What follows belongs to an exercise in optimizing a design on an open flow for small area and a short achievable clock period; a production flow would make more cautious choices. In this exercise RTL edits were held to simulation tests only and were not proved equivalent to the original.

==> flow/design.v, too long to show whole: its modules and the start of the top module <==
// module lrn_fa: 4 lines
// module lrn_ha: 4 lines
// module mapper_lrn: 2003 lines
module mapper_lrn #(
    parameter N_WIDTH = 2,     
    parameter M_WIDTH = 10,     
    parameter E_WIDTH = 6,     
    parameter F_WIDTH = 6,     
    parameter V_WIDTH = 2,     
    parameter ADDR_BUS_WIDTH = 20,     
    parameter DATA_WIDTH     = 16,     
    parameter ROW_MAJOR      = 1      
)(
    input  logic                             core_clk,                
    input  logic                             reset,                   
    input  logic                             start_normalization,     
    input  logic [N_WIDTH- 1 : 0]            dim4,                    
    input  logic [M_WIDTH- 1 : 0]            dim3,                    
    input  logic [E_WIDTH- 1 : 0]            dim2,                    
    input  logic [F_WIDTH- 1 : 0]            dim1,                    
    input  logic [V_WIDTH- 1 : 0]            padding_num,             
    input  logic                             normalized_window,    
    input  logic                             full_flag,               
    input  logic                             div_out_valid,           
    output logic [ADDR_BUS_WIDTH - 1 : 0]    r_addr,                  
    output logic                             r_enable,                
    output logic [ADDR_BUS_WIDTH - 1 : 0]    w_addr,                  
    output logic                             w_enable,                
    output logic                             normalized_layer         
);
  // ...
==> flow/flow/run.sh <==
#!/bin/bash
set -euo pipefail
bash standard.sh BUFFER_PORTS_ARGS="-buffer_cell sky130_fd_sc_hd__buf_2" finish > standard.log 2>&1
==> flow/standard.sh <==
#!/bin/bash
# synth_recipe.tcl (not shown) runs the flow's synth.tcl, then flattens the netlist and writes it again
# the make line also repeats each setting of config.mk as NAME=value (left out here)
make -C /OpenROAD-flow-scripts/flow DESIGN_CONFIG=/design/flow/config.mk WORK_HOME=/design/flow/orfs CLKGATE_MAP_FILE= SYNTH_SCRIPT=/design/flow/synth_recipe.tcl "${@:-finish}"
==> flow/config.mk <==
export PLATFORM = sky130hd
export DESIGN_NAME = mapper_lrn
export DESIGN_NICKNAME = mapper_lrn
export VERILOG_FILES = /design/flow/design.v
export SDC_FILE = /design/flow/constraint.sdc
export NUM_CORES = 4
export LEC_CHECK = 0
export CAP_MARGIN = 20
export CORE_MARGIN = 2
export CORE_UTILIZATION = 60
export CTS_BUF_LIST = sky130_fd_sc_hd__clkbuf_8
export SETUP_SLACK_MARGIN = 4
export SLEW_MARGIN = 20
export SYNTH_HIERARCHICAL = 1
export SYNTH_MINIMUM_KEEP_SIZE = 0
==> flow/constraint.sdc <==
create_clock -name core_clock -period 20.0 [get_ports {core_clk}]
set_input_delay 4.0000 -clock core_clock [delete_from_list [all_inputs] [get_ports {core_clk}]]
set_output_delay 4.0000 -clock core_clock [all_outputs]
set_load 0.01 [all_outputs]
==> results.yml, run 1 <==
synth:
  synth_top_family_by_area: "adder cells"
  ys_ff_latch: 76
  synth-simple-area-share_pct: 20.5
  synth_top_area_share_pct: 47.1
  synth_top_area_cell: "fa_1"
  synth_compound_area_share_pct: 6.12
  synth_xor_area_share_pct: 6.27
run_status:
  status: "complete, no violations"
setup_path:
  r2r_cells: 21
  slowest_stage: "fa_2"
  rr_endpoint: "normalized_pixels_count[14]"
  cp_max_fo: 7
place:
  place.gp.congestion: 0.901
  dp_hpwl_mm: 42.3
  dp.cells: 2633
sta:
  fmax_ghz: 0.0628
  fin_crit_sh_pct: 79.6
  setup_viol: 0
floorplan:
  die_width_um: 194
grt:
  grt_pass1_wl_mm: 91.7
  antenna_found_initial: 2
finish:
  clockBufferCount: 10
  final_layout_size_suffix_gt1_share_pct: 14.3
  final_common_cell: "nor2_1"
  non_clock_inverter_count: 95
  regMostFlops: "normalized_pixels_count"
cts:
  numCtsBuffers: 9
  cts_resized: 86
  cts_buffer_depth: 2
drt:
  drtIter0Drc: 1043
  wl_per_cell_um: 20.3
==> inputs of run 2 (changes only) <==
--- a/flow/design.v
+++ b/flow/design.v
@@ -1,16 +1,39 @@
 module lrn_fa (input logic a, input logic b, input logic c, output logic s, output logic co);
     assign s  = a ^ b ^ c;
     assign co = (a & b) | (a & c) | (b & c);
 endmodule
 module lrn_ha (input logic a, input logic b, output logic s, output logic co);
     assign s  = a ^ b;
     assign co = a & b;
 endmodule
+module lrn_inc #(parameter W = 4) (input logic [W-1:0] a, output logic [W:0] y);
+    logic [W:0] c;
+    assign c[0] = 1'b1;
+    for (genvar i = 0; i < W; i++) begin : g_bit
+        lrn_ha u_ha (.a(a[i]), .b(c[i]), .s(y[i]), .co(c[i+1]));
+    end
+    assign y[W] = c[W];
+endmodule
+module lrn_step #(parameter W = 4) (
+    input  logic [W-1:0] a_r,
+    input  logic [W-1:0] a_w,
+    input  logic         sel_w,
+    input  logic [W-1:0] dim,
+    output logic [W-1:0] nx,
+    output logic         wrap
+);
+    logic [W-1:0] a;
+    logic [W:0]   inc;
+    assign a = sel_w ? a_w : a_r;
+    lrn_inc #(.W(W)) u_inc (.a(a), .y(inc));
+    assign wrap = (inc == {1'b0, dim});
+    assign nx = wrap ? '0 : inc[W-1:0];
+endmodule
 module mapper_lrn #(
     parameter N_WIDTH = 2,     
     parameter M_WIDTH = 10,     
     parameter E_WIDTH = 6,     
     parameter F_WIDTH = 6,     
     parameter V_WIDTH = 2,     
     parameter ADDR_BUS_WIDTH = 20,     
     parameter DATA_WIDTH     = 16,     
@@ -1857,155 +1880,117 @@
     assign n1811 = c1785 ^ s1791;
     assign n1812 = c1791 ^ s1796;
     assign n1813 = c1796 ^ s1800;
     assign n1814 = c1800 ^ s1803;
     assign n1815 = c1803 ^ s1805;
     assign r_addr = {n684, n683, n682, n681, n680, n679, n678, n677, n676, n675, n674, n673, n672, n671, n670, n669, n668, n667, n536, s393};
     assign w_addr = {n1414, n1413, n1412, n1411, n1410, n1409, n1408, n1407, n1406, n1405, n1404, n1403, n1402, n1401, n1400, n1399, n1398, n1397, n1294, s1134};
     assign layer_done = &{n1815, n1814, n1813, n1812, n1811, n1810, n1809, n1808, n1807, s1751, s1740, s1729, s1719, s1710, s1702, s1695, s1689, s1684, s1680, s1677, s1675, n1806};
-    typedef enum logic [2:0] {IDLE, WAIT, READ, PROCESS, WRITE} state_t;
-    (* fsm_encoding = "gray" *)
-    state_t current_state, next_state;
-    always_ff @ (posedge core_clk or posedge reset)
-    begin
-        if (reset)
-            current_state <= IDLE;
-        else 
-            current_state <= next_state;
-    end  
-    always @(*) begin
-        case(current_state) 
-            IDLE  : next_state = (start_normalization) ? READ : IDLE;
-            READ  : begin 
-                if(full_flag) begin
-                    next_state = PROCESS; 
-                end else begin
-                    next_state = READ; 
-                end
-            end 
-            PROCESS: begin
-                if(normalized_layer) begin
-                    next_state = IDLE; 
-                end
-                else if(div_out_valid) begin
-                    next_state = WRITE;         
-                end else if (normalized_window) begin
-                    next_state = WAIT;
-                end else begin
-                    next_state = PROCESS;       
-                end
-            end
-            WRITE  : begin
-                 if(!normalized_window) begin
-                    next_state = PROCESS;           
-                end
-                else begin
-                    next_state = WRITE;             
-                end
-            end 
-            WAIT   : begin
-                next_state = READ; 
-            end
-            default: next_state = IDLE;
-        endcase 
+    localparam logic [2:0] S_IDLE = 3'd0, S_WAIT = 3'd1, S_READ = 3'd2, S_PROCESS = 3'd3, S_WRITE = 3'd4;
+    logic [2:0] current_state, next_state;
+    logic st_idle, st_wait, st_read, st_process, st_write;
+    assign st_idle    = (current_state == S_IDLE);
+    assign st_wait    = (current_state == S_WAIT);
+    assign st_read    = (current_state == S_READ);
+    assign st_process = (current_state == S_PROCESS);
+    assign st_write   = (current_state == S_WRITE);
+    always_comb begin
+        next_state = S_IDLE;
+        if (st_idle)         next_state = start_normalization ? S_READ : S_IDLE;
+        else if (st_read)    next_state = full_flag ? S_PROCESS : S_READ;
+        else if (st_process) next_state = normalized_layer ? S_IDLE :
+                                          div_out_valid ? S_WRITE :
+                                          normalized_window ? S_WAIT : S_PROCESS;
+        else if (st_write)   next_state = normalized_window ? S_WRITE : S_PROCESS;
+        else if (st_wait)    next_state = S_READ;
     end
+    logic [N_WIDTH - 1 : 0] s4;
+    logic [M_WIDTH - 1 : 0] s3;
+    logic [E_WIDTH - 1 : 0] s2;
+    logic [F_WIDTH - 1 : 0] s1;
+    logic [N_WIDTH : 0] s4_inc;
+    logic [M_WIDTH : 0] s3_inc;
+    logic [E_WIDTH : 0] s2_inc;
+    logic [F_WIDTH : 0] s1_inc;
+    logic s4_wrap, s3_wrap, s2_wrap, s1_wrap;
+    assign s4 = st_write ? idx4_w : idx4_r;
+    assign s3 = st_write ? idx3_w : idx3_r;
+    assign s2 = st_write ? idx2_w : idx2_r;
+    assign s1 = st_write ? idx1_w : idx1_r;
+    lrn_inc #(.W(N_WIDTH)) u_inc4 (.a(s4), .y(s4_inc));
+    lrn_inc #(.W(M_WIDTH)) u_inc3 (.a(s3), .y(s3_inc));
+    lrn_inc #(.W(E_WIDTH)) u_inc2 (.a(s2), .y(s2_inc));
+    lrn_inc #(.W(F_WIDTH)) u_inc1 (.a(s1), .y(s1_inc));
+    assign s4_wrap = (s4_inc == {1'b0, dim4});
+    assign s3_wrap = (s3_inc == {1'b0, dim3});
+    assign s2_wrap = (s2_inc == {1'b0, dim2});
+    assign s1_wrap = (s1_inc == {1'b0, dim1});
+    logic [N_WIDTH - 1 : 0] nx4;
+    logic [M_WIDTH - 1 : 0] nx3;
+    logic [E_WIDTH - 1 : 0] nx2;
+    logic [F_WIDTH - 1 : 0] nx1;
+    assign nx4 = s4_wrap ? '0 : s4_inc[N_WIDTH-1:0];
+    assign nx3 = s3_wrap ? '0 : s3_inc[M_WIDTH-1:0];
+    assign nx2 = s2_wrap ? '0 : s2_inc[E_WIDTH-1:0];
+    assign nx1 = s1_wrap ? '0 : s1_inc[F_WIDTH-1:0];
+    logic r_step, w_step;
+    assign r_step = st_read & r_enable;
+    assign w_step = st_write & w_enable;
+    logic [(F_WIDTH + E_WIDTH + M_WIDTH) - 1 : 0] count_inc;
+    assign count_inc = normalized_pixels_count + 1'b1;
     always_ff @ (posedge core_clk or posedge reset) begin
         if (reset) begin
-            idx4_r <= 0;
-            idx3_r <= 0;
-            idx2_r <= 0;
-            idx1_r <= 0;
-            idx4_w <= 0;
-            idx3_w <= 0;
-            idx2_w <= 0;
-            idx1_w <= 0;
-            w_enable <= 0;
-            r_enable <= 0;
-            normalized_pixels_count <= 0;
-            normalized_layer <= 0;
+            current_state <= S_IDLE;
+            idx4_r <= '0;
+            idx3_r <= '0;
+            idx2_r <= '0;
+            idx1_r <= '0;
+            idx4_w <= '0;
+            idx3_w <= '0;
+            idx2_w <= '0;
+            idx1_w <= '0;
+            w_enable <= 1'b0;
+            r_enable <= 1'b0;
+            normalized_pixels_count <= '0;
+            normalized_layer <= 1'b0;
         end
         else begin
-            case (current_state)
-                IDLE: begin
-                    idx4_r <= 0;
-                    idx3_r <= 0;
-                    idx2_r <= 0;
-                    idx1_r <= 0;
-                    idx4_w <= 0;
-                    idx3_w <= 0;
-                    idx2_w <= 0;
-                    idx1_w <= 0;
-                    w_enable <= 0;
-                    r_enable <= 0;
-                    normalized_pixels_count <= 0;
-                    normalized_layer <= 0;
-                    if(next_state == READ) r_enable <= 1;
-                end
-                READ: begin
-                        w_enable <= 0;
-                        if (idx3_r == dim3-1) r_enable <= 0;
-                        if(r_enable) begin
-                            if (idx4_r == dim4-1) begin
-                                idx4_r <= 0;
-                                if (idx3_r == dim3-1) begin
-                                    idx3_r <= 0;
-                                    if (idx2_r == dim2-1) begin
-                                        idx2_r <= 0;
-                                        if (idx1_r == dim1-1) begin
-                                            idx1_r <= 0;
-                                        end
-                                        else begin
-                                            idx1_r <= idx1_r + 1;
-                                        end
-                                    end
-                                    else idx2_r <= idx2_r + 1;
-                                end
-                                else idx3_r <= idx3_r + 1;
-                            end
-                            else idx4_r <= idx4_r + 1;
-                        end
-                end
-                PROCESS: begin
-                    r_enable <= 0;
-                    normalized_layer <= 0; 
-                    if(div_out_valid) begin
-                        w_enable <= 1;
-                        normalized_pixels_count <= normalized_pixels_count + 1;
+            current_state <= next_state;
+            if (st_idle) begin
+                idx4_r <= '0; idx3_r <= '0; idx2_r <= '0; idx1_r <= '0;
+            end
+            else if (r_step) begin
+                idx4_r <= nx4;
+                if (s4_wrap) begin
+                    idx3_r <= nx3;
+                    if (s3_wrap) begin
+                        idx2_r <= nx2;
+                        if (s2_wrap) idx1_r <= nx1;
                     end
                 end
-                WRITE: begin
-                        r_enable <= 0;
-                        w_enable <= 0;
-                        if (layer_done) begin
-                                normalized_pixels_count <= 0;
-                                normalized_layer        <= 1;        
-                        end
-                        if (w_enable) begin
-                        if (idx4_w == dim4-1) begin
-                                idx4_w <= 0;
-                                if (idx3_w == dim3-1) begin
-                                    idx3_w <= 0;
-                                    if (idx2_w == dim2-1) begin
-                                        idx2_w <= 0;
-                                        if (idx1_w == dim1-1) begin
-                                            idx1_w <= 0;
-                                        end
-                                        else begin
-                                            idx1_w <= idx1_w + 1;
-                                        end
-                                    end
-                                    else idx2_w <= idx2_w + 1;
-                                end
-                                else idx3_w <= idx3_w + 1;
-                            end
-                            else idx4_w <= idx4_w + 1;
-                        end              
-                end
-                WAIT: begin
-                    if(next_state == IDLE) r_enable <= 0;
-                    else                   r_enable <= 1;
-                    normalized_layer <= 0;
+            end
+            if (st_idle) begin
+                idx4_w <= '0; idx3_w <= '0; idx2_w <= '0; idx1_w <= '0;
+            end
+            else if (w_step) begin
+                idx4_w <= nx4;
+                if (s4_wrap) begin
+                    idx3_w <= nx3;
+                    if (s3_wrap) begin
+                        idx2_w <= nx2;
+                        if (s2_wrap) idx1_w <= nx1;
+                    end
                 end
-            endcase 
+            end
+            if (st_idle)                   r_enable <= start_normalization;
+            else if (st_read)              begin if (s3_wrap) r_enable <= 1'b0; end
+            else if (st_process | st_write) r_enable <= 1'b0;
+            else if (st_wait)              r_enable <= 1'b1;
+            if (st_idle | st_read | st_write) w_enable <= 1'b0;
+            else if (st_process & div_out_valid) w_enable <= 1'b1;
+            if (st_idle | (st_write & layer_done)) normalized_pixels_count <= '0;
+            else if (st_process & div_out_valid)   normalized_pixels_count <= count_inc;
+            if (st_idle | st_process | st_wait) normalized_layer <= 1'b0;
+            else if (st_write & layer_done)     normalized_layer <= 1'b1;
         end
     end
 endmodule
==> flow/config.mk (replaced) <==
export PLATFORM = sky130hd
export DESIGN_NAME = mapper_lrn
export DESIGN_NICKNAME = mapper_lrn
export VERILOG_FILES = /design/flow/design.v
export SDC_FILE = /design/flow/constraint.sdc
export NUM_CORES = 4
export LEC_CHECK = 0
export CAP_MARGIN = 20
export CORE_MARGIN = 2
export CORE_UTILIZATION = 40
export SETUP_SLACK_MARGIN = 4
export SLEW_MARGIN = 20
export SYNTH_HIERARCHICAL = 1
export SYNTH_MINIMUM_KEEP_SIZE = 0
==> run 2 against run 1 <==
Effect of this change:
- synthesized cell count fell by 5.2%
- still clean on timing, DRC and antenna
- cell count rose by 4.2%
- utilization fell by 22 points
- count of clock-buffer cells in the layout rose by 2
- die area rose by 42%
- synthesized area fell by 5.0%
- highest routed layer is now met4
- worst setup slack got worse by 0.0033 ns
- via count fell by 9.2%
==> results.yml, run 2 <==
run_status:
  status: "complete, no violations"
cts:
  htreeDepth: 3
  tritoncts: "yes"
  clk_pin_slew_ns: 0.06
  clk_latency_ns: 0.35
  root_buffer: "clkbuf_16"
  postCtsHoldBufs: 0
  cts_buffer_depth: 2
  clkSinkCount: 76
  numCtsBuffers: 9
grt:
  grt_overflow_total: 0
  antenna_found_initial: 1
  grtUsageTotal_pct: 19.7
  grt_max_degree: 77
  grt_pass1_vias: 16500
  grt_pass1_wl_mm: 84.3
drt:
  totalWireLength_mm: 49.2
  via_per_inst: 5.20
  ant_nets: 0
  vias: 14700
  wl_per_cell_um: 17.4
  dr.pass1.iters: 5
  drcViolationCount: 0
  drtIter0Drc: 764
sta:
  rsz0062_at_grt: "yes"
  hold_ws_ns: 0.532
  worst_pin_slew_ns: 1.03
  fin_crit_sh_pct: 79.6
  relSlewSlack_pct: 31.1
  report.final.slew_viol_count: 0
  fmax_ghz: 0.0628
  hold_violations: 0
  min_period_ns: 15.92
  setup_viol: 0
  fin_setup_tns_ns: 0
  fin_skew_ns: 0.00443
setup_path:
  arrival_ns: 11.92
  critical_path_required_ns: 16.00
  cp_max_fo: 16
  reg2reg_from: "normalized_pixels_count[2]"
  rr_endpoint: "normalized_pixels_count[19]"
  critPathLaunchType: "input pin"
  ff2ff_setup_slack_ns: 12.54
  cp-end-kind: "output pin"
  r2r_cells: 18
  critPathKind: "in2out"
synth:
  ys_top_cells_by_count: "nor2_1, fa_1, nand2_1"
  ys_seq_area_share_pct: 9.26
  netlist_area_sq_um: 20500
  synth_top_area_share_pct: 49.6
  yosys_most_used_dff: "dfrtp_1"
  synthArstFlopShare_pct: 100
  ys_ff_latch: 76
  syn_nets: 2763
  synth_compound_area_share_pct: 4.54
  synth_xor_area_share_pct: 4.99
  syn_inst: 2118
  yosys-top-cells-area: "fa_1, nor2_1, dfrtp_1"
  yosysMostFrequentCell: "nor2_1"
  synth_warnings: 7
  yosys.area_share.adder_pct: 55.9
  synth_top_area_cell: "fa_1"
  synth_top_family_by_area: "adder cells"
  synthDistinctLibCells: 66
  synth_edf_count: 0
  yosys-mux-area-fraction_pct: 0.0487
  avgSynthCellArea_sq_um: 9.70
  synth-simple-area-share_pct: 19.9
finish:
  reg.largest.list: "normalized_pixels_count x22, idx3_r x10, idx3_w x10"
  syn2layout_area_growth_pct: 11.2
  final_util_pct: 44.8
  final_common_cell: "nor2_1"
  final_layout_size_suffix_gt1_share_pct: 14.4
  fillCellCount: 4811
  n_antenna_cell: 0
  final_cell_mix: "nor2_1, fa_1, nand2_1"
  largest_reg_flops: 22
  nets: 2787
  regMostFlops: "normalized_pixels_count"
floorplan:
  start_util_pct: 40.3
  ios: 75
  dieArea_sq_um: 53200
  chipHeight_um: 231
  die_width_um: 231
  coreArea_sq_um: 51000
  rows: 83
place:
  dp_hpwl_mm: 39.0
  port-buffer-count: 74
  place.gp.congestion: 0.850
flow_run:
  cap_violations: 0
min_path:
  whs_endpoint: "idx3_r[0]"
  hold_start: "idx3_r[0]"
  hold_depth: 2
  min_path_type: "reg2reg"
-- run 2: logic make-up after synthesis --
family / after synthesis
and+or+nand+nor: 919
adders and majority gates: 613
buffers and inverters: 238
AOI/OAI and AO/OA: 150
xor gates and xnor gates: 117
DFF: 76
other: 4
muxes: 1
-- run 2: through the flow --
stage	instance area (sq um)	cells	setup slack, ns
3_5_place_dp	21300	2746	2.75
4_1_cts	22600	2814	3.94
2_1_floorplan	20600	2118	4.01
3_3_place_gp	21300	2746	2.75
6_report	22800	2827	4.08
5_1_grt	22800	2827	3.81
-- run 2: layer usage --
layer  vias up  global-route usage [%]  part of all wire (%)
li1       6584                       -                     -
met1      7795                    26.7                    43
met2       280                    34.9                    51
met3        43                    2.24                   4.0
met4         0                    2.94                   1.2
met5         -                       0                     0
-- run 2: worst max-delay path by stage --
| stage | slack (ns) | start | to | depth (start not counted) |
|---|---|---|---|---|
| 3_5_place_dp | 2.75 | dim2[1] | w_addr[17] | 26 |
| 3_3_place_gp | 2.75 | dim2[1] | w_addr[19] | 26 |
| 2_1_floorplan | 4.01 | dim2[1] | w_addr[17] | 27 |
| 6_report | 4.08 | dim2[0] | w_addr[17] | 24 |
| 4_1_cts | 3.94 | dim3[1] | w_addr[17] | 28 |
| 5_1_grt | 3.81 | dim2[2] | w_addr[19] | 28 |
-- run 2: critical path: stages --
cell and delay (ns):
buf_2 0.31, clkinvlp_4 0.30, buf_4 0.20, nor2_1 0.14, fa_1 0.45, fa_1 0.53, fa_1 0.47, fa_1 0.39
fa_1 0.46, fa_2 0.35, fa_2 0.34, fa_2 0.34, fa_1 0.51, fa_1 0.43, fa_1 0.49, fa_2 0.37
fa_2 0.36, ha_4 0.22, and3_4 0.18, and3_4 0.17, a31o_4 0.24, fa_2 0.33, xor2_1 0.15, buf_2 0.16
-- run 2: repair_timing --
item	in CTS	in global routing
pin swaps	57	39
endpoints found under the setup margin	13	10
gates cloned	1	0
setup buffers	51	13
gates resized for setup	109	26
-- run 2: Yosys stat by module (local to each module, per instance), a selection --
module      cells  area, sq um  copies in the design
lrn_fa          1         20.0                   493
lrn_ha          1         12.5                    24
mapper_lrn   1593        10300                     1
-- run 2: final cells by class --
cell class	count	area [sq um]	area share (%)
Clock buffer	12	256	1.12
Clock inverter	4	95.1	0.416
Inverter	85	347	1.52
Multi-Input combinational cell	1805	18200	79.6
Sequential cell	76	1900	8.33
Tap cell	680	851	3.73
Timing Repair Buffer	165	1200	5.26
==> inputs of run 3 (changes only) <==
--- a/flow/config.mk
+++ b/flow/config.mk
@@ -10,3 +10,3 @@
 export CORE_UTILIZATION = 40
-export SETUP_SLACK_MARGIN = 4
+export SETUP_SLACK_MARGIN = 3
 export SLEW_MARGIN = 20
==> run 3 against run 2 <==
Effect of this change:
- critical path depth is 3 higher
- global-route usage decreased by 0.67 points
- clock skew is 0.0039 ns higher
- worst setup slack worse by 0.70 ns
- non-clock buffer count shrank 53
- die area unchanged
- sequential cell count stayed put
- synthesized area is the same
- still clean on timing, DRC and antenna
- cell count is 1.9% lower
- highest routed layer unchanged
- count of clock-buffer cells in the layout rose by 1
==> results.yml, run 3 <==
finish:
  final_cell_mix: "nor2_1, fa_1, nand2_1"
  reg.largest.list: "normalized_pixels_count x22, idx3_r x10, idx3_w x10"
  final_common_cell: "nor2_1"
  fillCellCount: 4989
  largest_reg_flops: 22
  multi_input_area_sq_um: 17800
  nets: 2733
  final_layout_size_suffix_gt1_share_pct: 8.84
  regMostFlops: "normalized_pixels_count"
  seq_area_sq_um: 1900
  syn2layout_area_growth_pct: 6.42
  final_util_pct: 42.9
drt:
  dr.pass1.iters: 6
  wl_per_cell_um: 17.3
  via_per_inst: 5.24
  ant_nets: 0
  drtIter0Drc: 639
  drcViolationCount: 0
  totalWireLength_mm: 47.9
  vias: 14500
synth:
  yosys-top-cells-area: "fa_1, nor2_1, dfrtp_1"
  yosys_most_used_dff: "dfrtp_1"
  yosysMostFrequentCell: "nor2_1"
  synthDistinctLibCells: 66
  synth_edf_count: 0
  synthArstFlopShare_pct: 100
  synth_top_area_share_pct: 49.6
  ys_seq_area_share_pct: 9.26
  synth_warnings: 7
  ys_top_cells_by_count: "nor2_1, fa_1, nand2_1"
  syn_nets: 2763
  ys_ff_latch: 76
  synth_top_area_cell: "fa_1"
  netlist_area_sq_um: 20500
  avgSynthCellArea_sq_um: 9.70
  syn_inst: 2118
min_path:
  min_path_type: "reg2reg"
  hold_depth: 2
  whs_endpoint: "idx3_r[0]"
  hold_start: "idx3_r[0]"
setup_path:
  reg2reg_from: "normalized_pixels_count[1]"
  cp_max_fo: 12
  path_common_cell: "fa_1"
  worst-path-buf-inv: 2
  critical_path_required_ns: 16.00
  max_stage_delay_ns: 0.57
  slowest_stage: "fa_1"
  critPathKind: "in2out"
  r2r_cells: 18
  critPathLaunchType: "input pin"
  arrival_ns: 12.62
  ff2ff_setup_slack_ns: 12.49
  cp-end-kind: "output pin"
  rr_endpoint: "normalized_pixels_count[9]"
  cp_top_family: "adder cells"
grt:
  grtUsageTotal_pct: 19.1
  antenna_found_initial: 0
  grt_max_degree: 77
  grt_overflow_total: 0
  grt_pass1_vias: 16000
  grt_pass1_wl_mm: 81.8
place:
  dp_hpwl_mm: 39.0
  port-buffer-count: 74
  place.gp.congestion: 0.859
sta:
  hold_violations: 0
  relSlewSlack_pct: 33.0
  fin_setup_tns_ns: 0
  rsz0062_at_grt: "no"
  fmax_ghz: 0.0602
  fin_skew_ns: 0.00831
  min_period_ns: 16.62
  worst_pin_slew_ns: 0.992
  setup_viol: 0
  report.final.slew_viol_count: 0
  fin_crit_sh_pct: 83.1
floorplan:
  ios: 75
  start_util_pct: 40.3
  coreArea_sq_um: 51000
  die_width_um: 231
  chipHeight_um: 231
  rows: 83
  dieArea_sq_um: 53200
cts:
  tritoncts: "yes"
  clk_latency_ns: 0.34
  root_buffer: "clkbuf_16"
  clk_pin_slew_ns: 0.05
  cts_buffer_depth: 2
  clkSinkCount: 76
  numCtsBuffers: 9
  htreeDepth: 3
run_status:
  status: "complete, no violations"
flow_run:
  cap_violations: 0
[run 3: Yosys stat by module (local to each module, per instance), excerpt]
module / cells / copies in the design / area (sq um) / flip-flops and latches
lrn_fa: 1 / 493 / 20.0 / 0
lrn_ha: 1 / 24 / 12.5 / 0
mapper_lrn: 1593 / 1 / 10300 / 76
[run 3: cells by family after synthesis]
group,count (synthesis),synth area share [%]
muxes,1,0.0487
DFF,76,9.26
xor gates and xnor gates,117,4.99
other,4,0.0731
AOI/OAI and AO/OA,150,4.54
and+or+nand+nor,919,19.9
buffers and inverters,238,5.29
adders and majority gates,613,55.9
[run 3: cell type report]
cell class | instances | share of cell area [%]
timing repair buffer | 112 | 3.07
inverter | 85 | 1.51
clock buffer | 13 | 1.24
tap | 680 | 3.89
multi-input combinational | 1804 | 81.3
sequential | 76 | 8.70
clock inverter | 3 | 0.309
antenna | 1 | 0.0114
[run 3: repair_timing]
| action | 4_1_cts | 5_1_grt |
|---|---|---|
| endpoints found under the setup margin | 4 | 5 |
| gates resized for setup | 6 | 24 |
| pin swaps | 1 | 5 |
| buffers inserted | 2 | 7 |
| hold buffers | 0 | 0 |
[run 3: layer usage]
layer,GRT usage (%),routed length (um)
met1,25.7,20800
met2,33.4,24600
met3,2.22,1670
met4,3.51,844
met5,0,0
[run 3: through the flow]
step | instance area (sq um) | setup slack (ns) | instances | hold slack [ns]
floorplan | 20500 | 3.62 | 2118 | 0.478
global route | 21900 | 2.97 | 2773 | 0.557
finish | 21900 | 3.38 | 2774 | 0.530
detailed placement | 21300 | 2.72 | 2748 | 0.531
CTS | 21700 | 3.04 | 2766 | 0.544
global placement | 21300 | 2.65 | 2748 | 0.521
[run 3: worst max-delay path by stage]
stage	slack, ns	to	cells after the start	from
finish	3.38	w_addr[19]	27	dim1[2]
global route	2.97	w_addr[17]	27	dim1[2]
CTS	3.04	w_addr[19]	28	dim2[1]
detailed placement	2.72	w_addr[19]	26	dim2[1]
global placement	2.65	w_addr[17]	25	dim2[1]
floorplan	3.62	w_addr[19]	28	dim2[2]
[run 3: worst min-delay path, stage by stage, from the launching register on]
cell	delay, ns
dfrtp_1	0.37
nand2_1	0.05
o21ai_0	0.07
==> inputs of run 4 (changes only) <==
--- a/flow/config.mk
+++ b/flow/config.mk
@@ -10,3 +10,3 @@
 export CORE_UTILIZATION = 40
-export SETUP_SLACK_MARGIN = 3
+export SETUP_SLACK_MARGIN = 5
 export SLEW_MARGIN = 20
==> run 4 against run 3 <==
Effect of this change:
- die area did not move
- count of clock-buffer cells in the layout fell by 2
- first-iteration DRC count rose by 2.7%
- non-clock buffer count rose by 72
- fmax rose by 4.5%
- utilization rose by 2.7 points
- final area rose by 6.2%
- via count rose by 2.6%
==> results.yml, run 4 <==
run_status:
  status: "complete, no violations"
finish:
  final_layout_size_suffix_gt1_share_pct: 17.3
  multi_input_area_sq_um: 18400
  seq_area_sq_um: 1900
  nets: 2806
  final_util_pct: 45.5
  reg.largest.list: "normalized_pixels_count x22, idx3_r x10, idx3_w x10"
  syn2layout_area_growth_pct: 13.0
  final_common_cell: "nor2_1"
  final_cell_mix: "nor2_1, fa_1, nand2_1"
  fillCellCount: 4844
  regMostFlops: "normalized_pixels_count"
  largest_reg_flops: 22
synth:
  synthArstFlopShare_pct: 100
  yosys-top-cells-area: "fa_1, nor2_1, dfrtp_1"
  synth_top_area_cell: "fa_1"
  avgSynthCellArea_sq_um: 9.70
  syn_inst: 2118
  ys_ff_latch: 76
  synth_top_area_share_pct: 49.6
  ys_top_cells_by_count: "nor2_1, fa_1, nand2_1"
  yosys_most_used_dff: "dfrtp_1"
  synthDistinctLibCells: 66
  ys_seq_area_share_pct: 9.26
  yosysMostFrequentCell: "nor2_1"
  netlist_area_sq_um: 20500
  synth_edf_count: 0
  synth_warnings: 7
  syn_nets: 2763
place:
  place.gp.congestion: 0.848
  port-buffer-count: 74
  dp_hpwl_mm: 39.1
drt:
  dr.pass1.iters: 4
  wl_per_cell_um: 17.6
  totalWireLength_mm: 50.2
  drcViolationCount: 0
  drtIter0Drc: 656
  vias: 14900
  via_per_inst: 5.24
  ant_nets: 0
sta:
  worst_pin_slew_ns: 1.01
  setup_viol: 0
  fin_skew_ns: 0.00999
  hold_violations: 0
  min_period_ns: 15.90
  report.final.slew_viol_count: 0
  relSlewSlack_pct: 31.7
  fmax_ghz: 0.0629
  rsz0062_at_grt: "yes"
  fin_setup_tns_ns: 0
  fin_crit_sh_pct: 79.5
grt:
  grt_max_degree: 77
  antenna_found_initial: 2
  grtUsageTotal_pct: 19.8
  grt_overflow_total: 0
  grt_pass1_vias: 16700
  grt_pass1_wl_mm: 84.9
cts:
  root_buffer: "clkbuf_16"
  tritoncts: "yes"
  cts_buffer_depth: 2
  numCtsBuffers: 9
  clkSinkCount: 76
  clk_latency_ns: 0.35
  htreeDepth: 3
  clk_pin_slew_ns: 0.06
setup_path:
  cp_top_family: "adder cells"
  critPathKind: "in2out"
  slowest_stage: "fa_1"
  arrival_ns: 11.90
  critPathLaunchType: "input pin"
  max_stage_delay_ns: 0.52
  critical_path_required_ns: 16.00
  cp-end-kind: "output pin"
  path_common_cell: "fa_1"
  worst-path-buf-inv: 2
  cp_max_fo: 3
floorplan:
  chipHeight_um: 231
  rows: 83
  ios: 75
  die_width_um: 231
  dieArea_sq_um: 53200
  start_util_pct: 40.3
  coreArea_sq_um: 51000
flow_run:
  cap_violations: 0
min_path:
  min_path_type: "reg2reg"
==> run 4: changes by cell type in the layout (fill, tap and decap cells not counted), moves of 9 or more <==
cell,before,now
buf_4,38,97
fa_2,4,59
inv_1,80,70
nor2_1,531,520
fa_1,505,450
buf_6,1,18
buf_2,69,60
ha_1,103,90
ha_4,0,14
==> run 4: path summary, 6_finish.rpt <==
| kind | start | endpoint | slack [ns] | cells past startpoint |
|---|---|---|---|---|
| max | dim3[2] | w_addr[19] | 4.10 | 29 |
| min | idx3_w[0] | idx3_w[0] | 0.53 | 2 |
| max reg2reg | normalized_pixels_count[2] | normalized_pixels_count[12] | 12.37 | 18 |
| min reg2reg | idx3_w[0] | idx3_w[0] | 0.53 | 2 |
| max in group asynchronous | reset | idx1_r[0] | 15.67 | 3 |
| min in group asynchronous | reset | current_state[0] | 3.84 | 3 |
==> run 4: per-module statistics from Yosys, one instance, submodules excluded, a selection <==
module | cell area (sq um) | copies in the design | cells inside
lrn_ha | 12.5 | 24 | 1
lrn_fa | 20.0 | 493 | 1
mapper_lrn | 10300 | 1 | 1593
==> run 4: worst reg2reg max path, cell delays in order, from the launching register on <==
cell and delay [ns]:
dfrtp_1 0.36, inv_1 0.10, fa_1 0.48, fa_1 0.52
fa_1 0.45, fa_1 0.46, fa_1 0.46, fa_1 0.43
fa_1 0.43, fa_1 0.44, fa_1 0.42, fa_1 0.39
fa_1 0.40, fa_1 0.52, nand4_1 0.13, or3_1 0.43
nor4_1 0.46, or2_2 0.50, nor2_1 0.12
==> run 4: layer usage <==
layer	vias to the layer above	wire (um)	track usage (%)	share of wire, %
met2	333	25800	35.0	52
met4	0	538	2.82	1.1
li1	6620	-	-	-
met1	7924	21600	26.9	43
met3	41	2180	2.27	4.3
met5	-	0	0	0
==> run 4: cell type report <==
| class | instances | area share, % |
|---|---|---|
| well taps | 680 | 3.66 |
| inverters | 85 | 1.49 |
| repair buffers | 184 | 6.09 |
| flip-flops and latches | 76 | 8.19 |
| diodes | 2 | 0.0216 |
| clock buffers | 11 | 1.09 |
| multi-input cells | 1805 | 79.2 |
| clock inverters | 5 | 0.259 |
==> run 4: stage by stage <==
stage	std cells	hold slack, ns	instance area (sq um)	setup slack (ns)
6_report	2848	0.529	23200	4.10
3_3_place_gp	2750	0.524	21500	3.24
5_1_grt	2847	0.577	23200	3.79
2_1_floorplan	2118	0.478	20900	4.28
4_1_cts	2833	0.541	23000	4.09
3_5_place_dp	2750	0.527	21500	3.17
==> run 4: kinds of logic after synthesis <==
kind of cell,Yosys count,synth area share (%)
other,4,0.0731
multiplexers,1,0.0487
AND/OR/NAND/NOR,919,19.9
XOR/XNOR,117,4.99
flip-flops,76,9.26
adder cells (fa/ha/maj),613,55.9
buffers and inverters,238,5.29
AO/OA/AOI/OAI,150,4.54
==> run 4: timing repair <==
item,CTS,global route
endpoints found under the setup margin,20,18
cloned,2,0
pin swaps,57,34
hold buffers,0,0
setup buffers,65,13
gates resized for setup,131,32
==> inputs of run 5 (changes only) <==
==> flow/flow/run.sh (replaced) <==
#!/bin/bash
set -euo pipefail
bash standard.sh BUFFER_PORTS_ARGS="-buffer_cell sky130_fd_sc_hd__buf_2" RECOVER_POWER=100 finish > standard.log 2>&1
--- a/flow/config.mk
+++ b/flow/config.mk
@@ -10,3 +10,3 @@
 export CORE_UTILIZATION = 40
-export SETUP_SLACK_MARGIN = 5
+export SETUP_SLACK_MARGIN = 4
 export SLEW_MARGIN = 20
==> run 5 against run 4 <==
Effect of this change:
- the layout now fails its checks (capacitance limit, slew limit)
- largest cell class unchanged
- die area unchanged
- synthesized cell count stayed put
==> results.yml, run 5 <==
synth:
  ys_top_cells_by_count: "nor2_1, fa_1, nand2_1"
  yosys_most_used_dff: "dfrtp_1"
  synth_edf_count: 0
  ys_ff_latch: 76
  yosys-top-cells-area: "fa_1, nor2_1, dfrtp_1"
  yosysMostFrequentCell: "nor2_1"
  synth_warnings: 7
  synth_top_area_cell: "fa_1"
  synthDistinctLibCells: 66
  syn_nets: 2763
  syn_inst: 2118
  synthArstFlopShare_pct: 100
  netlist_area_sq_um: 20500
  ys_seq_area_share_pct: 9.26
  synth_top_area_share_pct: 49.6
  avgSynthCellArea_sq_um: 9.70
setup_path:
  critPathKind: "in2out"
  cp-end-kind: "output pin"
  max_stage_delay_ns: 1.06
  critPathLaunchType: "input pin"
  reg2reg_from: "normalized_pixels_count[2]"
  slowest_stage: "clkbuf_1"
  critical_path_required_ns: 16.00
  startpoint: "dim2[0]"
  arrival_ns: 13.06
  ff2ff_setup_slack_ns: 11.94
  cp_max_fo: 24
  worst-path-buf-inv: 6
  path_cells: "clkbuf_1 -> clkinvlp_2 -> nor2_1 -> fa_1 -> fa_1 -> fa_1 -> ha_1 -> inv_1 -> clkbuf_1 -> nor2_1 -> fa_1 -> fa_1 -> fa_1 -> fa_1 -> fa_1 -> fa_1 -> fa_1 -> ha_1 -> a21o_1 -> a221oi_1 -> o31a_1 -> fa_1 -> inv_1 -> buf_2"
  cp_top_family: "adder cells"
  path_common_cell: "fa_1"
sta:
  report.final.slew_viol_count: 77
  setup_viol: 0
  fin_crit_sh_pct: 85.3
  rsz0062_at_grt: "yes"
  fin_setup_tns_ns: 0
  fin_skew_ns: 0.00510
  fmax_ghz: 0.0586
  worst_pin_slew_ns: 4.14
  min_period_ns: 17.06
  relSlewSlack_pct: -176
  hold_violations: 0
floorplan:
  start_util_pct: 40.3
  rows: 83
  ios: 75
  die_width_um: 231
  dieArea_sq_um: 53200
  chipHeight_um: 231
  coreArea_sq_um: 51000
cts:
  htreeDepth: 3
  cts_buffer_depth: 2
  clk_pin_slew_ns: 0.06
  numCtsBuffers: 9
  clkSinkCount: 76
  postCtsHoldBufs: 0
  root_buffer: "clkbuf_16"
  tritoncts: "yes"
  clk_latency_ns: 0.35
finish:
  reg.largest.list: "normalized_pixels_count x22, idx3_r x10, idx3_w x10"
  syn2layout_area_growth_pct: 10.6
  regMostFlops: "normalized_pixels_count"
  nets: 2787
  final_layout_size_suffix_gt1_share_pct: 12.0
  final_cells: 2827
  final_common_cell: "nor2_1"
  final_cell_mix: "nor2_1, fa_1, nand2_1"
  largest_reg_flops: 22
  n_antenna_cell: 0
flow_run:
  cap_violations: 1
drt:
  via_per_inst: 5.21
  wl_per_cell_um: 17.4
  vias: 14700
  ant_nets: 0
  dr.pass1.iters: 5
  drcViolationCount: 0
  totalWireLength_mm: 49.3
  drtIter0Drc: 756
grt:
  grtUsageTotal_pct: 19.7
  grt_pass1_wl_mm: 84.3
  grt_max_degree: 77
  grt_overflow_total: 0
  grt_pass1_vias: 16500
  antenna_found_initial: 1
place:
  dp.cells: 2746
  dp_hpwl_mm: 39.0
  port-buffer-count: 74
  place.gp.congestion: 0.850
run_status:
  so.violations: "capacitance limit, slew limit"
  status: "finished with violations"
min_path:
  min_path_type: "reg2reg"
  hold_start: "idx3_r[0]"
==> run 5: cell counts after synthesis <==
No cell type changed its count.
==> run 5: Yosys stat by module (local to each module, per instance), excerpt <==
| module | times used | flip-flops and latches | cells | area, sq um |
|---|---|---|---|---|
| lrn_ha | 24 | 0 | 1 | 12.5 |
| lrn_fa | 493 | 0 | 1 | 20.0 |
| mapper_lrn | 1 | 76 | 1593 | 10300 |
==> run 5: stage by stage <==
| step | area, sq um | setup WS [ns] | utilization (%) | hold WS, ns |
|---|---|---|---|---|
| after floorplan | 20600 | 4.01 | - | 0.478 |
| after global placement | 21300 | 2.75 | 41.7 | 0.525 |
| after detailed placement | 21300 | 2.75 | 41.8 | 0.533 |
| after CTS | 22600 | 3.94 | 44.3 | 0.543 |
| after global routing | 22700 | 2.51 | 44.6 | 0.561 |
| final | 22700 | 2.94 | 44.6 | 0.534 |
==> run 5: final timing paths <==
| check | end | cells after the start |
|---|---|---|
| worst max-delay path | r_addr[16] | 24 |
| worst min-delay path | idx3_r[0] | 2 |
| worst max register to register | normalized_pixels_count[17] | 18 |
| worst min register to register | idx3_r[0] | 2 |
| max in group asynchronous | idx2_r[1] | 3 |
| min in group asynchronous | normalized_pixels_count[17] | 3 |
==> run 5: kinds of logic after synthesis <==
| group | Yosys count | share of synthesized area, % |
|---|---|---|
| AO/OA/AOI/OAI | 150 | 4.54 |
| buffers and inverters | 238 | 5.29 |
| XOR/XNOR | 117 | 4.99 |
| multiplexers | 1 | 0.0487 |
| AND/OR/NAND/NOR | 919 | 19.9 |
| adder cells (fa/ha/maj) | 613 | 55.9 |
| flip-flops | 76 | 9.26 |
| other | 4 | 0.0731 |
==> run 5: cell type report <==
| type | instances | area (sq um) |
|---|---|---|
| sequential | 76 | 1900 |
| clock buffer | 12 | 256 |
| fill | 4840 | 28300 |
| tap | 680 | 851 |
| timing repair buffer | 165 | 1140 |
| multi-input combinational | 1805 | 18100 |
| clock inverter | 4 | 95.1 |
| inverter | 85 | 344 |
==> run 5: layer usage <==
| metal | vias to the layer above | part of all wire (%) | wire (um) | track usage, % |
|---|---|---|---|---|
| met1 | 7796 | 43 | 21200 | 26.7 |
| met3 | 43 | 4.4 | 2190 | 2.24 |
| li1 | 6579 | - | - | - |
| met2 | 318 | 51 | 25300 | 34.9 |
| met4 | 0 | 1.2 | 595 | 2.94 |
| met5 | - | 0 | 0 | 0 |
==> run 5: timing repair <==
action	4_1_cts	5_1_grt
resized for setup	109	26
endpoints found under the hold margin	0	0
setup buffers	51	13
pin swaps	57	39
gates cloned	1	0
endpoints found under the setup margin	13	10
==> run 5: worst reg2reg max path, delay by kind of cell (launching register included) <==
| family | cells | cell delay, ns |
|---|---|---|
| adder cells (fa/ha/maj) | 12 | 5.29 |
| buffers and inverters | 1 | 0.10 |
| flip-flops | 1 | 0.36 |
| AND/OR/NAND/NOR | 5 | 2.12 |
==> inputs of run 6 (changes only) <==
==> flow/flow/run.sh (replaced) <==
#!/bin/bash
set -euo pipefail
bash standard.sh BUFFER_PORTS_ARGS="-buffer_cell sky130_fd_sc_hd__buf_2" finish > standard.log 2>&1
--- a/flow/config.mk
+++ b/flow/config.mk
@@ -9,3 +9,4 @@
 export CORE_MARGIN = 2
-export CORE_UTILIZATION = 40
+export CORE_UTILIZATION = 55
+export PLACE_DENSITY = 0.8
 export SETUP_SLACK_MARGIN = 4
==> run 6 against run 5 <==
Effect of this change:
- now clean on timing, DRC and antenna
- wire length fell by 0.11%
- fmax rose by 6.6%
- synthesized area did not move
- first-iteration DRC count rose by 44%
- clock skew rose by 0.0067 ns
- cell count fell by 7.9%
- sequential cell count did not move
- count of clock-buffer cells in the layout fell by 2
- critical path depth rose by 5
- critical path type unchanged
- highest routed layer unchanged
==> results.yml, run 6 <==
run_status:
  status: "complete, no violations"
min_path:
  hold_start: "idx3_w[0]"
  min_path_type: "reg2reg"
drt:
  drtIter0Drc: 1090
  drcViolationCount: 0
  via_per_inst: 5.86
  vias: 15300
  wl_per_cell_um: 18.9
  totalWireLength_mm: 49.2
  ant_nets: 0
  dr.pass1.iters: 5
grt:
  antenna_found_initial: 0
  grt_pass1_vias: 17400
  grt_max_degree: 77
  grt_pass1_wl_mm: 84.0
  grt_overflow_total: 0
  grtUsageTotal_pct: 26.9
cts:
  postCtsHoldBufs: 0
  clkSinkCount: 76
  root_buffer: "clkbuf_16"
  numCtsBuffers: 9
  htreeDepth: 3
  cts_buffer_depth: 2
  tritoncts: "yes"
  clk_pin_slew_ns: 0.06
  clk_latency_ns: 0.34
floorplan:
  dieArea_sq_um: 38900
  chipHeight_um: 197
  die_width_um: 197
  rows: 70
  ios: 75
  start_util_pct: 56.0
  coreArea_sq_um: 36700
sta:
  hold_ws_ns: 0.542
  fmax_ghz: 0.0625
  fin_crit_sh_pct: 80.1
  fin_setup_tns_ns: 0
  fin_ws_ns: 3.99
  relSlewSlack_pct: 28.1
  rsz0062_at_grt: "yes"
  setup_viol: 0
  report.final.slew_viol_count: 0
  fin_skew_ns: 0.0118
  hold_violations: 0
  min_period_ns: 16.01
  worst_pin_slew_ns: 1.08
finish:
  n_antenna_cell: 0
  final_layout_size_suffix_gt1_share_pct: 14.9
  final_common_cell: "nor2_1"
  syn2layout_area_growth_pct: 10.1
  final_area_sq_um: 22600
  final_cell_mix: "nor2_1, fa_1, nand2_1"
  nets: 2777
  reg.largest.list: "normalized_pixels_count x22, idx3_r x10, idx3_w x10"
  largest_reg_flops: 22
  regMostFlops: "normalized_pixels_count"
setup_path:
  slowest_stage: "fa_1"
  cp_max_fo: 14
  reg2reg_from: "normalized_pixels_count[1]"
  max_stage_delay_ns: 0.55
  arrival_ns: 12.01
  critPathKind: "in2out"
  startpoint: "dim2[2]"
  path_common_cell: "fa_1"
  critPathLaunchType: "input pin"
  cp-end-kind: "output pin"
  critical_path_required_ns: 16.00
place:
  place.gp.congestion: 0.902
  dp_hpwl_mm: 37.5
  place_area_sq_um: 21000
  port-buffer-count: 74
  dpl_worst_slack_ns: 2.54
synth:
  synth_warnings: 7
  synth_top_area_share_pct: 49.6
  ys_ff_latch: 76
  synth_top_area_cell: "fa_1"
  synthDistinctLibCells: 66
  ys_seq_area_share_pct: 9.26
  avgSynthCellArea_sq_um: 9.70
  syn_nets: 2763
  synthArstFlopShare_pct: 100
  ys_top_cells_by_count: "nor2_1, fa_1, nand2_1"
  yosys-top-cells-area: "fa_1, nor2_1, dfrtp_1"
  syn_inst: 2118
  netlist_area_sq_um: 20500
  yosysMostFrequentCell: "nor2_1"
  yosys_most_used_dff: "dfrtp_1"
  synth_edf_count: 0
flow_run:
  cap_violations: 0
-- run 6: cell counts after synthesis --
Identical to the previous run, type by type.
-- run 6: cell families (layout without fill, tap and decap cells) --
logic type | count (synthesis) | count (layout) | synth area share [%]
other | 4 | 4 | 0.0731
and+or+nand+nor | 919 | 919 | 19.9
DFF | 76 | 76 | 9.26
adders and majority gates | 613 | 613 | 55.9
xor gates and xnor gates | 117 | 117 | 4.99
buffers and inverters | 238 | 257 | 5.29
muxes | 1 | 1 | 0.0487
AOI/OAI and AO/OA | 150 | 150 | 4.54
-- run 6: final cells by class --
type / count / area [sq um]
Clock inverter: 6 / 136
Clock buffer: 10 / 229
Tap cell: 468 / 586
Inverter: 85 / 347
Fill cell: 2827 / 14100
Timing Repair Buffer: 156 / 1140
Multi-Input combinational cell: 1804 / 18300
Sequential cell: 76 / 1900
-- run 6: path summary, 6_finish.rpt --
kind / to / slack, ns / depth (start not counted)
min in group asynchronous: current_state[0] / 3.84 / 3
worst max register to register: normalized_pixels_count[2] / 12.46 / 18
worst min register to register: idx3_w[0] / 0.54 / 2
worst max-delay path: w_addr[19] / 3.99 / 29
max in group asynchronous: idx2_w[5] / 15.66 / 3
worst min-delay path: idx3_w[0] / 0.54 / 2
-- run 6: stage by stage --
| step | cells | utilization (%) |
|---|---|---|
| final | 2605 | 61.6 |
| after global routing | 2605 | 61.6 |
| after CTS | 2596 | 60.8 |
| after detailed placement | 2530 | 57.1 |
| after global placement | 2530 | 57.1 |
| after floorplan | 2118 | - |
-- run 6: timing repair --
item | 4_1_cts | 5_1_grt
resized for setup | 119 | 52
pin swaps | 64 | 36
endpoints found under the setup margin | 13 | 11
setup buffers | 50 | 9
-- run 6: worst max-delay path, delay by kind of cell --
kind	cells	cell delay (ns)
fa+ha+maj	13	5.23
compound gates	7	1.41
buf+inv	4	0.67
simple gates	3	0.40
xor+xnor	2	0.30
-- run 6: layer usage --
metal / track usage, % / up-vias / share of wire, % / routed length, um
met5: 0 / - / 0 / 0
met4: 8.27 / 0 / 3.1 / 1520
met3: 4.32 / 134 / 6.1 / 3010
met2: 46.9 / 580 / 51 / 25200
met1: 34.8 / 7986 / 40 / 19500
li1: - / 6556 / - / -
-- run 6: Yosys stat by module (local to each module, per instance), excerpt --
| module | copies in the design | flip-flops and latches |
|---|---|---|
| lrn_fa | 493 | 0 |
| mapper_lrn | 1 | 76 |
| lrn_ha | 24 | 0 |
==> inputs of run 7 (changes only) <==
==> flow/flow/run.sh (replaced) <==
#!/bin/bash
set -euo pipefail
bash standard.sh BUFFER_PORTS_ARGS="-buffer_cell sky130_fd_sc_hd__buf_1" finish > standard.log 2>&1
--- a/flow/config.mk
+++ b/flow/config.mk
@@ -9,4 +9,4 @@
 export CORE_MARGIN = 2
-export CORE_UTILIZATION = 55
-export PLACE_DENSITY = 0.8
+export CORE_UTILIZATION = 40
+export CTS_BUF_LIST = sky130_fd_sc_hd__clkbuf_8
 export SETUP_SLACK_MARGIN = 4
==> run 7 against run 6 <==
Effect of this change:
- die area up 37%
- final area up 0.81%
- non-clock buffer count rose by 14
- critical endpoint is now w_addr[17]
- largest cell class unchanged
==> results.yml, run 7 <==
synth:
  synth_top_area_share_pct: 49.6
  syn_inst: 2118
  ys_top_cells_by_count: "nor2_1, fa_1, nand2_1"
  syn_nets: 2763
  synth-simple-area-share_pct: 19.9
  synth_xor_area_share_pct: 4.99
  synth_warnings: 7
  synth_edf_count: 0
  synthArstFlopShare_pct: 100
  yosysMostFrequentCell: "nor2_1"
  synth_compound_area_share_pct: 4.54
  synthDistinctLibCells: 66
  ys_seq_area_share_pct: 9.26
  yosys_most_used_dff: "dfrtp_1"
  yosys-top-cells-area: "fa_1, nor2_1, dfrtp_1"
  yosys-mux-area-fraction_pct: 0.0487
  netlist_area_sq_um: 20500
  synth_top_family_by_area: "adder cells"
  avgSynthCellArea_sq_um: 9.70
  ys_ff_latch: 76
  yosys.area_share.adder_pct: 55.9
  synth_top_area_cell: "fa_1"
finish:
  final_common_cell: "nor2_1"
  largest_reg_flops: 22
  n_antenna_cell: 0
  regMostFlops: "normalized_pixels_count"
  seq_area_sq_um: 1900
  final_util_pct: 44.7
  final_cell_mix: "nor2_1, fa_1, nand2_1"
  reg.largest.list: "normalized_pixels_count x22, idx3_r x10, idx3_w x10"
  syn2layout_area_growth_pct: 11.0
  final_area_sq_um: 22800
  fillCellCount: 4825
  final_layout_size_suffix_gt1_share_pct: 12.9
  nets: 2792
  multi_input_area_sq_um: 18300
sta:
  rsz0062_at_grt: "yes"
  fin_setup_tns_ns: 0
  setup_viol: 0
  fin_skew_ns: 0.00735
  worst_pin_slew_ns: 1.07
  fin_ws_ns: 4.01
  hold_violations: 0
  relSlewSlack_pct: 28.6
  min_period_ns: 15.99
  report.final.slew_viol_count: 0
  fin_crit_sh_pct: 80.0
  fmax_ghz: 0.0625
setup_path:
  critical_path_required_ns: 16.00
  rr_endpoint: "normalized_pixels_count[11]"
  arrival_ns: 11.99
  cp_max_fo: 8
  ff2ff_setup_slack_ns: 12.50
  critPathKind: "in2out"
  reg2reg_from: "normalized_pixels_count[1]"
  r2r_cells: 18
  cp-end-kind: "output pin"
  critPathLaunchType: "input pin"
flow_run:
  cap_violations: 0
drt:
  drcViolationCount: 0
  drtIter0Drc: 730
  ant_nets: 0
  totalWireLength_mm: 48.6
  vias: 14700
  wl_per_cell_um: 17.2
  dr.pass1.iters: 5
  via_per_inst: 5.18
min_path:
  hold_start: "idx3_r[0]"
  hold_depth: 2
  min_path_type: "reg2reg"
  whs_endpoint: "idx3_r[0]"
run_status:
  status: "complete, no violations"
place:
  place_area_sq_um: 21200
  dp_hpwl_mm: 38.7
  place.gp.congestion: 0.843
  port-buffer-count: 74
  dpl_worst_slack_ns: 2.38
floorplan:
  start_util_pct: 40.3
  chipHeight_um: 231
  rows: 83
  coreArea_sq_um: 51000
  die_width_um: 231
  dieArea_sq_um: 53200
  ios: 75
cts:
  clk_latency_ns: 0.37
  clkSinkCount: 76
  numCtsBuffers: 9
  cts_buffer_depth: 2
  clk_pin_slew_ns: 0.07
  tritoncts: "yes"
  htreeDepth: 3
  root_buffer: "clkbuf_8"
grt:
  grt_pass1_wl_mm: 82.3
  grt_overflow_total: 0
  grt_max_degree: 77
  grt_pass1_vias: 16300
  antenna_found_initial: 1
  grtUsageTotal_pct: 19.2
## run 7: cell counts after synthesis
No cell type changed its count.
## run 7: through the flow
step	hold WS (ns)	instances
4_1_cts	0.538	2813
5_1_grt	0.574	2831
2_1_floorplan	0.478	2118
3_5_place_dp	0.521	2749
6_report	0.529	2831
3_3_place_gp	0.524	2749
## run 7: routing by layer
metal	vias to the layer above	global-route usage [%]	share of wire, %
met1	7765	26.4	44
li1	6586	-	-
met3	53	2.16	3.9
met5	-	0	0
met2	270	33.2	51
met4	0	3.95	1.8
## run 7: per-module statistics from Yosys, one instance, submodules excluded, a selection
module	area, sq um	times used
mapper_lrn	10300	1
lrn_fa	20.0	493
lrn_ha	12.5	24
## run 7: worst max-delay path by stage
stage	start	endpoint	slack, ns	cells after the start
after floorplan	dim2[1]	w_addr[17]	4.01	27
after global placement	dim2[1]	w_addr[17]	2.41	25
after detailed placement	dim2[1]	w_addr[17]	2.38	25
after CTS	dim3[2]	w_addr[17]	4.00	28
after global routing	dim3[1]	w_addr[17]	3.82	28
final	dim1[1]	w_addr[17]	4.01	28
## run 7: logic make-up (layout without fill, tap and decap cells)
group | count (synthesis) | in the layout
AO/OA/AOI/OAI | 150 | 150
adder cells (fa/ha/maj) | 613 | 613
flip-flops | 76 | 76
other | 4 | 4
buffers and inverters | 238 | 270
multiplexers | 1 | 1
XOR/XNOR | 117 | 118
AND/OR/NAND/NOR | 919 | 919
## run 7: layout make-up
cell class                 instances  share of cell area, %
timing repair buffer             170                   5.14
tap                              680                   3.73
multi-input combinational       1805                   80.1
sequential                        76                   8.34
clock buffer                      11                  0.664
inverter                          85                   1.51
clock inverter                     4                  0.527
## run 7: repair_timing
| item | 4_1_cts | 5_1_grt |
|---|---|---|
| cloned | 1 | 0 |
| setup endpoints to repair | 16 | 9 |
| hold buffers | 0 | 0 |
| setup buffers | 48 | 18 |
| pin swaps | 62 | 28 |
| resized for setup | 136 | 53 |
## run 7: worst max-delay path, stage by stage
cell and delay (ns):
buf_8 0.11, ha_4 0.14, inv_1 0.05, fa_2 0.57, buf_6 0.11, nor2_2 0.04
fa_2 0.38, fa_1 0.53, fa_2 0.48, ha_4 0.29, clkinvlp_4 0.17, buf_6 0.16
buf_4 0.15, nor2_4 0.10, fa_1 0.45, fa_1 0.59, fa_1 0.45, fa_1 0.54
fa_1 0.43, fa_2 0.36, fa_2 0.38, ha_4 0.22, and3_4 0.18, and3_4 0.17
a31o_4 0.26, fa_2 0.35, xor2_1 0.14, buf_2 0.16

[static timing again, ports no longer ideal]
In the flow no input, the clock included, has a driving cell. The finished layouts below were timed again as built, in two steps.
Step 1: set_driving_cell puts a clkbuf_16 on core_clk and a buf_2 on each other input, an assumption about the parent block.
Step 2 moves the port delays by t, midway between the first and last clock arrival at a register: inputs arrive t later, outputs are due t later. That takes back most of the time a late clock gives input paths.
a / b / c = ideal / step 1 / step 2; a / b = the first two.
run	t (ns)	setup slack, ns	clock arrival spread, ns
run 1	0.405	4.087 / 4.020 / 4.020	0.017 / 0.017
run 2	0.392	4.084 / 4.033 / 4.033	0.004 / 0.005
run 3	0.382	3.381 / 3.350 / 3.350	0.008 / 0.008
run 4	0.393	4.102 / 4.044 / 4.044	0.010 / 0.010
run 5	0.392	2.938 / 2.911 / 2.911	0.005 / 0.005
run 6	0.374	3.989 / 3.944 / 3.944	0.016 / 0.016
run 7	0.404	4.007 / 3.944 / 3.944	0.008 / 0.009
For run 1, which loses most, drivers alone change the setup slack by -0.067 ns; drivers and shift together by -0.067 ns.
